What follows belongs to an exercise in optimizing a design on an open flow for small area; a production flow would make more cautious choices.
In this exercise RTL edits were held to simulation tests only and were not proved equivalent to the original.

==> inputs of 09-05 <==
// atomik_top_parallel
module atomik_top_parallel #(
    parameter integer SYS_CLK_HZ = 94_500_000,
    parameter integer BAUD_RATE  = 115200,
    parameter integer N_BANKS    = 4
)(
    input  wire       sys_clk,
    input  wire       sys_rst_n,
    input  wire       uart_rx,
    output wire       uart_tx,
    output wire [5:0] led
);
==> flow/config.mk <==
export PLATFORM = sky130hd
export DESIGN_NAME = atomik_top_parallel
export DESIGN_NICKNAME = atomik_top_parallel
export VERILOG_FILES = /design/flow/design.v
export SDC_FILE = /design/flow/constraint.sdc
export NUM_CORES = 4
export LEC_CHECK = 0
export CAP_MARGIN = 20
export CORE_MARGIN = 2
export CORE_UTILIZATION = 70
export CTS_BUF_LIST = sky130_fd_sc_hd__clkbuf_8
export CTS_CLUSTER_DIAMETER = 60
export CTS_CLUSTER_SIZE = 18
export PLACE_DENSITY = 0.85
export SLEW_MARGIN = 20
==> flow/constraint.sdc <==
create_clock -name core_clock -period 10.0 [get_ports {sys_clk}]
set_input_delay 2.0000 -clock core_clock [delete_from_list [all_inputs] [get_ports {sys_clk}]]
set_output_delay 2.0000 -clock core_clock [all_outputs]
set_load 0.01 [all_outputs]
standard.sh (not shown) runs the stock make flow with config.mk's settings and CLKGATE_MAP_FILE= SYNTH_SCRIPT=/design/flow/synth_recipe.tcl, a recipe that flattens the netlist after the stock synthesis.
==> flow/flow/run.sh <==
#!/bin/bash
# Own flow: the standard layout, with CTS told not to add dummy loads
# and with the smallest buffer on the ports.  Full tool output: flow.log
# here, ORFS's per-step logs under orfs/logs.
set -euo pipefail
export CTS_ARGS="-sink_clustering_enable -repair_clock_nets -dont_use_dummy_load -buf_list sky130_fd_sc_hd__clkbuf_4 -sink_clustering_size 13 -sink_clustering_max_diameter 30"
export BUFFER_PORTS_ARGS="-buffer_cell sky130_fd_sc_hd__buf_1"
bash standard.sh > flow.log 2>&1
==> 02-17 (differences from 09-05) <==
--- a/flow/design.v
+++ b/flow/design.v
@@ -35,53 +35,58 @@
     localparam [9:0] RX_FULL = 10'h248;
     localparam [9:0] RX_END  = 10'h377;
     reg [2:0] rx_sync;
     always @(posedge clk)
         rx_sync <= {rx_sync[1:0], uart_rx | ~por_done};
     wire rx_pin = rx_sync[2];
-    localparam [3:0] RXP_IDLE = 4'd13;
-    reg [3:0] rx_ph;
+    localparam RX_IDLE  = 2'd0;
+    localparam RX_START = 2'd1;
+    localparam RX_DATA  = 2'd2;
+    localparam RX_STOP  = 2'd3;
+    reg [1:0] rx_state;
     reg       rx_valid;
     reg [9:0] rx_cnt;
-    reg       rx_b;          
+    reg [2:0] rx_bit;       
+    reg       rx_b;         
     reg       c0, c1, c_ok;  
     wire rx_end    = (rx_cnt == RX_END);
-    wire rx_idle   = (rx_ph == RXP_IDLE);
-    wire rx_start  = (rx_ph == 4'd14);
-    wire rx_stop   = (rx_ph == 4'd7);
-    wire rx_data   = rx_ph[3] ? (rx_ph[1:0] == 2'b11) : ~rx_stop;    
-    wire rx_sample = rx_data & rx_end;
-    always @(posedge clk or negedge rst_n) begin
-        if (!rst_n) begin
-            rx_ph    <= RXP_IDLE;
+    wire rx_sample = (rx_state == RX_DATA) && rx_end;
+    always @(posedge clk or negedge rst_n) begin
+        if (!rst_n) begin
+            rx_state <= RX_IDLE;
             rx_valid <= 1'b0;
         end else begin
-            rx_valid <= rx_stop & rx_end;
-            if (rx_idle) begin
-                if (!rx_pin) rx_ph <= 4'd14;
-            end else if (rx_end) begin
-                if (rx_stop | (rx_start & rx_pin))
-                    rx_ph <= RXP_IDLE;
-                else
-                    rx_ph <= rx_ph + 4'd1;
-            end
-        end
-    end
-    wire exp_bit = ((rx_ph == 4'd1 || rx_ph == 4'd2) & ~c0 & ~c1) | ((rx_ph == 4'd3) & c1) | (rx_ph == 4'd5);
-    always @(posedge clk) begin
-        if (rx_idle)
+            rx_valid <= 1'b0;
+            case (rx_state)
+                RX_IDLE:  if (!rx_pin) rx_state <= RX_START;
+                RX_START: if (rx_end) rx_state <= rx_pin ? RX_IDLE : RX_DATA;
+                RX_DATA:  if (rx_end && rx_bit == 3'd6) rx_state <= RX_STOP;
+                RX_STOP:  if (rx_end) begin
+                              rx_valid <= 1'b1;
+                              rx_state <= RX_IDLE;
+                          end
+            endcase
+        end
+    end
+    wire [2:0] k = rx_bit + 3'd1;
+    wire exp_bit = ((k == 3'd2 || k == 3'd3) & ~c0 & ~c1) | ((k == 3'd4) & c1) | (k == 3'd6);
+    always @(posedge clk) begin
+        if (rx_state == RX_IDLE)
             rx_cnt <= RX_HALF;
         else if (rx_end)
             rx_cnt <= RX_FULL;
         else
             rx_cnt <= {rx_cnt[8:0], ~(rx_cnt[9] ^ rx_cnt[6])};
+        if (rx_state == RX_START && rx_end)
+            rx_bit <= 3'd7;
         if (rx_sample) begin
-            rx_b <= rx_pin;
-            if (rx_ph == 4'd15) c0 <= rx_pin;
-            if (rx_ph == 4'd0)  c1 <= rx_pin;
-            c_ok <= (rx_ph == 4'd15) | (c_ok & ((rx_ph == 4'd0) | (rx_pin == exp_bit)));
+            rx_b   <= rx_pin;
+            rx_bit <= k;
+            if (k == 3'd0) c0 <= rx_pin;
+            if (k == 3'd1) c1 <= rx_pin;
+            c_ok <= (k[2:1] == 2'b00) | (c_ok & (rx_pin == exp_bit));
         end
     end
     wire rx_is_L = c_ok & ~c0 & ~c1;
     wire rx_is_A = c_ok &  c0 & ~c1;
     wire rx_is_R = c_ok & ~c0 &  c1;
     wire rx_is_S = c_ok &  c0 &  c1;
@@ -108,17 +113,17 @@
     wire in_load  = (mode == M_LOAD);
     wire in_accum = (mode == M_ACCUM);
     wire in_resp  = (mode == M_RESP);
     wire in_pay   = mode[0];
     wire accept   = in_idle & rx_valid & c_ok;
     wire tx_end   = (tx_cnt == TX_END);
-    wire tx_last  = tx_bitn[3] & tx_bitn[0];                   
-    wire tx_tick  = in_resp & ~(tx_last & tx_bitn[1]) & tx_end;  
-    wire resp_fin = in_resp & (tx_last & tx_bitn[1]);           
+    wire tx_tick  = in_resp & tx_busy & tx_end;                  
+    wire tx_go    = in_resp & ~tx_busy & tx_bitn[1] & tx_end;    
+    wire resp_fin = in_resp & (tx_bitn == 4'd10) & (byte_cnt == 3'd0);
     reg  [5:0] ph;
-    wire [2:0] slot_bit = in_pay ? rx_ph[2:0] : tx_bitn[2:0];
+    wire [2:0] slot_bit = in_pay ? rx_bit : tx_bitn[2:0];
     wire       match    = (ph == {byte_cnt, slot_bit});
     reg wpend;
     always @(posedge clk)
         wpend <= rx_sample | (wpend & ~match);
     wire wr_i = wpend & match & in_load;
     wire wr_d = wpend & match & in_accum;
@@ -167,46 +172,45 @@
         end
     end
     always @(posedge clk) begin
         if (in_idle) begin
             byte_cnt  <= {3{c0 & c1}};      
             is_status <= c0 & c1;
-        end else if ((in_pay & rx_valid) | (tx_tick & tx_last))
+        end else if ((in_pay & rx_valid) | (tx_tick & tx_bitn[3] & tx_bitn[0]))
             byte_cnt <= byte_cnt + 3'd1;
     end
     always @(posedge clk)
         if (match) nb <= rd_bit;
     wire tx_data_bit = is_status ? ((tx_bitn[2:0] == 3'd7) & ~acc_nz) : nb;
     always @(posedge clk or negedge rst_n) begin
         if (!rst_n) begin
             tx_busy <= 1'b0;
             tx_out  <= 1'b1;
+        end else if (tx_go) begin
+            tx_busy <= 1'b1;
+            tx_out  <= 1'b0;
         end else if (tx_tick) begin
-            tx_busy <= ~tx_last;
-            tx_out  <= tx_bitn[3] ? ~tx_bitn[1] : tx_data_bit;
+            tx_out <= tx_bitn[3] ? 1'b1 : tx_data_bit;
+            if (tx_bitn[3] & tx_bitn[0]) tx_busy <= 1'b0;
         end
     end
     always @(posedge clk) begin
         if (accept)
             tx_cnt <= c1 & ~c0 ? TX_G3 : TX_G2;
-        else if (tx_tick & tx_last)
+        else if (tx_tick & tx_bitn[3] & tx_bitn[0])
             tx_cnt <= TX_G2;
         else if (tx_end)
             tx_cnt <= 10'd0;
         else
             tx_cnt <= {tx_cnt[8:0], ~(tx_cnt[9] ^ tx_cnt[6])};
         if (accept)
-            tx_bitn <= 4'd10;
-        else if (tx_tick) begin
-            if (tx_bitn[3] & tx_bitn[1])
-                tx_bitn <= 4'd0;
-            else if (tx_last)
-                tx_bitn <= {3'b101, byte_cnt == 3'd7};
-            else
-                tx_bitn <= tx_bitn + 4'd1;
-        end
+            tx_bitn <= 4'd15;
+        else if (tx_go)
+            tx_bitn <= 4'd0;
+        else if (tx_tick)
+            tx_bitn <= tx_bitn + 4'd1;
     end
     assign uart_tx = tx_out;
     reg [19:0] act;
     reg        act_on;
     wire act_low0 = ~|act[18:0];
     always @(posedge clk) begin
==> flow/run.sh (new file) <==
#!/bin/bash
# synth_recipe.tcl (not shown) runs the flow's synth.tcl, then flattens the netlist and writes it again
# the make line also repeats each setting of config.mk as NAME=value (left out here)
make -C /OpenROAD-flow-scripts/flow DESIGN_CONFIG=/design/flow/config.mk WORK_HOME=/design/flow/orfs CLKGATE_MAP_FILE= SYNTH_SCRIPT=/design/flow/synth_recipe.tcl finish
removed: flow/flow/run.sh
removed: flow/standard.sh
==> 11-13 (differences from 09-05) <==
--- a/flow/design.v
+++ b/flow/design.v
@@ -35,53 +35,58 @@
     localparam [9:0] RX_FULL = 10'h248;
     localparam [9:0] RX_END  = 10'h377;
     reg [2:0] rx_sync;
     always @(posedge clk)
         rx_sync <= {rx_sync[1:0], uart_rx | ~por_done};
     wire rx_pin = rx_sync[2];
-    localparam [3:0] RXP_IDLE = 4'd13;
-    reg [3:0] rx_ph;
+    localparam RX_IDLE  = 2'd0;
+    localparam RX_START = 2'd1;
+    localparam RX_DATA  = 2'd2;
+    localparam RX_STOP  = 2'd3;
+    reg [1:0] rx_state;
     reg       rx_valid;
     reg [9:0] rx_cnt;
-    reg       rx_b;          
+    reg [2:0] rx_bit;       
+    reg       rx_b;         
     reg       c0, c1, c_ok;  
     wire rx_end    = (rx_cnt == RX_END);
-    wire rx_idle   = (rx_ph == RXP_IDLE);
-    wire rx_start  = (rx_ph == 4'd14);
-    wire rx_stop   = (rx_ph == 4'd7);
-    wire rx_data   = rx_ph[3] ? (rx_ph[1:0] == 2'b11) : ~rx_stop;    
-    wire rx_sample = rx_data & rx_end;
-    always @(posedge clk or negedge rst_n) begin
-        if (!rst_n) begin
-            rx_ph    <= RXP_IDLE;
+    wire rx_sample = (rx_state == RX_DATA) && rx_end;
+    always @(posedge clk or negedge rst_n) begin
+        if (!rst_n) begin
+            rx_state <= RX_IDLE;
             rx_valid <= 1'b0;
         end else begin
-            rx_valid <= rx_stop & rx_end;
-            if (rx_idle) begin
-                if (!rx_pin) rx_ph <= 4'd14;
-            end else if (rx_end) begin
-                if (rx_stop | (rx_start & rx_pin))
-                    rx_ph <= RXP_IDLE;
-                else
-                    rx_ph <= rx_ph + 4'd1;
-            end
-        end
-    end
-    wire exp_bit = ((rx_ph == 4'd1 || rx_ph == 4'd2) & ~c0 & ~c1) | ((rx_ph == 4'd3) & c1) | (rx_ph == 4'd5);
-    always @(posedge clk) begin
-        if (rx_idle)
+            rx_valid <= 1'b0;
+            case (rx_state)
+                RX_IDLE:  if (!rx_pin) rx_state <= RX_START;
+                RX_START: if (rx_end) rx_state <= rx_pin ? RX_IDLE : RX_DATA;
+                RX_DATA:  if (rx_end && rx_bit == 3'd6) rx_state <= RX_STOP;
+                RX_STOP:  if (rx_end) begin
+                              rx_valid <= 1'b1;
+                              rx_state <= RX_IDLE;
+                          end
+            endcase
+        end
+    end
+    wire [2:0] k = rx_bit + 3'd1;
+    wire exp_bit = ((k == 3'd2 || k == 3'd3) & ~c0 & ~c1) | ((k == 3'd4) & c1) | (k == 3'd6);
+    always @(posedge clk) begin
+        if (rx_state == RX_IDLE)
             rx_cnt <= RX_HALF;
         else if (rx_end)
             rx_cnt <= RX_FULL;
         else
             rx_cnt <= {rx_cnt[8:0], ~(rx_cnt[9] ^ rx_cnt[6])};
+        if (rx_state == RX_START && rx_end)
+            rx_bit <= 3'd7;
         if (rx_sample) begin
-            rx_b <= rx_pin;
-            if (rx_ph == 4'd15) c0 <= rx_pin;
-            if (rx_ph == 4'd0)  c1 <= rx_pin;
-            c_ok <= (rx_ph == 4'd15) | (c_ok & ((rx_ph == 4'd0) | (rx_pin == exp_bit)));
+            rx_b   <= rx_pin;
+            rx_bit <= k;
+            if (k == 3'd0) c0 <= rx_pin;
+            if (k == 3'd1) c1 <= rx_pin;
+            c_ok <= (k[2:1] == 2'b00) | (c_ok & (rx_pin == exp_bit));
         end
     end
     wire rx_is_L = c_ok & ~c0 & ~c1;
     wire rx_is_A = c_ok &  c0 & ~c1;
     wire rx_is_R = c_ok & ~c0 &  c1;
     wire rx_is_S = c_ok &  c0 &  c1;
@@ -108,17 +113,17 @@
     wire in_load  = (mode == M_LOAD);
     wire in_accum = (mode == M_ACCUM);
     wire in_resp  = (mode == M_RESP);
     wire in_pay   = mode[0];
     wire accept   = in_idle & rx_valid & c_ok;
     wire tx_end   = (tx_cnt == TX_END);
-    wire tx_last  = tx_bitn[3] & tx_bitn[0];                   
-    wire tx_tick  = in_resp & ~(tx_last & tx_bitn[1]) & tx_end;  
-    wire resp_fin = in_resp & (tx_last & tx_bitn[1]);           
+    wire tx_tick  = in_resp & tx_busy & tx_end;                  
+    wire tx_go    = in_resp & ~tx_busy & tx_bitn[1] & tx_end;    
+    wire resp_fin = in_resp & (tx_bitn == 4'd10) & (byte_cnt == 3'd0);
     reg  [5:0] ph;
-    wire [2:0] slot_bit = in_pay ? rx_ph[2:0] : tx_bitn[2:0];
+    wire [2:0] slot_bit = in_pay ? rx_bit : tx_bitn[2:0];
     wire       match    = (ph == {byte_cnt, slot_bit});
     reg wpend;
     always @(posedge clk)
         wpend <= rx_sample | (wpend & ~match);
     wire wr_i = wpend & match & in_load;
     wire wr_d = wpend & match & in_accum;
@@ -167,46 +172,45 @@
         end
     end
     always @(posedge clk) begin
         if (in_idle) begin
             byte_cnt  <= {3{c0 & c1}};      
             is_status <= c0 & c1;
-        end else if ((in_pay & rx_valid) | (tx_tick & tx_last))
+        end else if ((in_pay & rx_valid) | (tx_tick & tx_bitn[3] & tx_bitn[0]))
             byte_cnt <= byte_cnt + 3'd1;
     end
     always @(posedge clk)
         if (match) nb <= rd_bit;
     wire tx_data_bit = is_status ? ((tx_bitn[2:0] == 3'd7) & ~acc_nz) : nb;
     always @(posedge clk or negedge rst_n) begin
         if (!rst_n) begin
             tx_busy <= 1'b0;
             tx_out  <= 1'b1;
+        end else if (tx_go) begin
+            tx_busy <= 1'b1;
+            tx_out  <= 1'b0;
         end else if (tx_tick) begin
-            tx_busy <= ~tx_last;
-            tx_out  <= tx_bitn[3] ? ~tx_bitn[1] : tx_data_bit;
+            tx_out <= tx_bitn[3] ? 1'b1 : tx_data_bit;
+            if (tx_bitn[3] & tx_bitn[0]) tx_busy <= 1'b0;
         end
     end
     always @(posedge clk) begin
         if (accept)
             tx_cnt <= c1 & ~c0 ? TX_G3 : TX_G2;
-        else if (tx_tick & tx_last)
+        else if (tx_tick & tx_bitn[3] & tx_bitn[0])
             tx_cnt <= TX_G2;
         else if (tx_end)
             tx_cnt <= 10'd0;
         else
             tx_cnt <= {tx_cnt[8:0], ~(tx_cnt[9] ^ tx_cnt[6])};
         if (accept)
-            tx_bitn <= 4'd10;
-        else if (tx_tick) begin
-            if (tx_bitn[3] & tx_bitn[1])
-                tx_bitn <= 4'd0;
-            else if (tx_last)
-                tx_bitn <= {3'b101, byte_cnt == 3'd7};
-            else
-                tx_bitn <= tx_bitn + 4'd1;
-        end
+            tx_bitn <= 4'd15;
+        else if (tx_go)
+            tx_bitn <= 4'd0;
+        else if (tx_tick)
+            tx_bitn <= tx_bitn + 4'd1;
     end
     assign uart_tx = tx_out;
     reg [19:0] act;
     reg        act_on;
     wire act_low0 = ~|act[18:0];
     always @(posedge clk) begin
==> flow/flow/run.sh (replaced) <==
#!/bin/bash
# Own flow: the standard layout, with CTS told not to add dummy loads
# and with the smallest buffer on the ports.  Full tool output: flow.log
# here, ORFS's per-step logs under orfs/logs.
set -euo pipefail
export CTS_ARGS="-sink_clustering_enable -repair_clock_nets -dont_use_dummy_load -buf_list sky130_fd_sc_hd__clkbuf_8 -sink_clustering_size 18 -sink_clustering_max_diameter 60"
export BUFFER_PORTS_ARGS="-buffer_cell sky130_fd_sc_hd__buf_1"
bash standard.sh > flow.log 2>&1
==> results.sh <==
export IMPL_synth_xor_area_share_pct=2.19
export IMPL_placed_area_sq_um=6560
export IMPL_final_util_pct=77.4
export IMPL_vias=3151
export IMPL_synth_edff_count=12
export IMPL_status="finished clean"
[end of results for 02-17]
==> results.sh <==
export IMPL_end_kind="output pin"
export IMPL_synth_xor_area_share_pct=1.93
export IMPL_placed_area_sq_um=6470
export IMPL_vias=3284
export IMPL_status="finished clean"
export IMPL_final_cells=607
export IMPL_synth_edff_count=9
[end of results for 09-05]
==> results.sh <==
export IMPL_status="finished clean"
export IMPL_synth_edff_count=12
export IMPL_placed_area_sq_um=6520
export IMPL_final_util_pct=76.5
export IMPL_synth_xor_area_share_pct=2.19
[end of results for 11-13]

## what the ideal ports hide
In the flow no input, the clock included, has a driving cell. The finished layouts below were timed again as built, in two steps. Step 1 (the two cells are an assumption about what drives the block):
set clk [get_ports {sys_clk}]
set_driving_cell -lib_cell sky130_fd_sc_hd__clkbuf_16 $clk
set_driving_cell -lib_cell sky130_fd_sc_hd__buf_2 [delete_from_list [all_inputs] $clk]
Step 2 times the ports against the registers' clock, not the clock port: input delays grow and output delays shrink by t, the midpoint of the rising clock arrivals with the driver on. a / b / c = ideal / step 1 / step 2; a / b = the first two.
run | shift t [ns] | setup slack, ns | worst setup path at the end | clock arrival spread, ns | pins driven straight from the clock port
09-05 | 0.538 | 6.230 / 6.202 / 6.741 | register to output | 0.087 / 0.087 | 1
02-17 | 0.510 | 5.675 / 5.646 / 6.157 | register to output | 0.023 / 0.023 | 1
11-13 | 0.495 | 6.185 / 6.154 / 6.650 | register to output | 0.027 / 0.027 | 1
After both steps setup and hold are still met in every run listed.
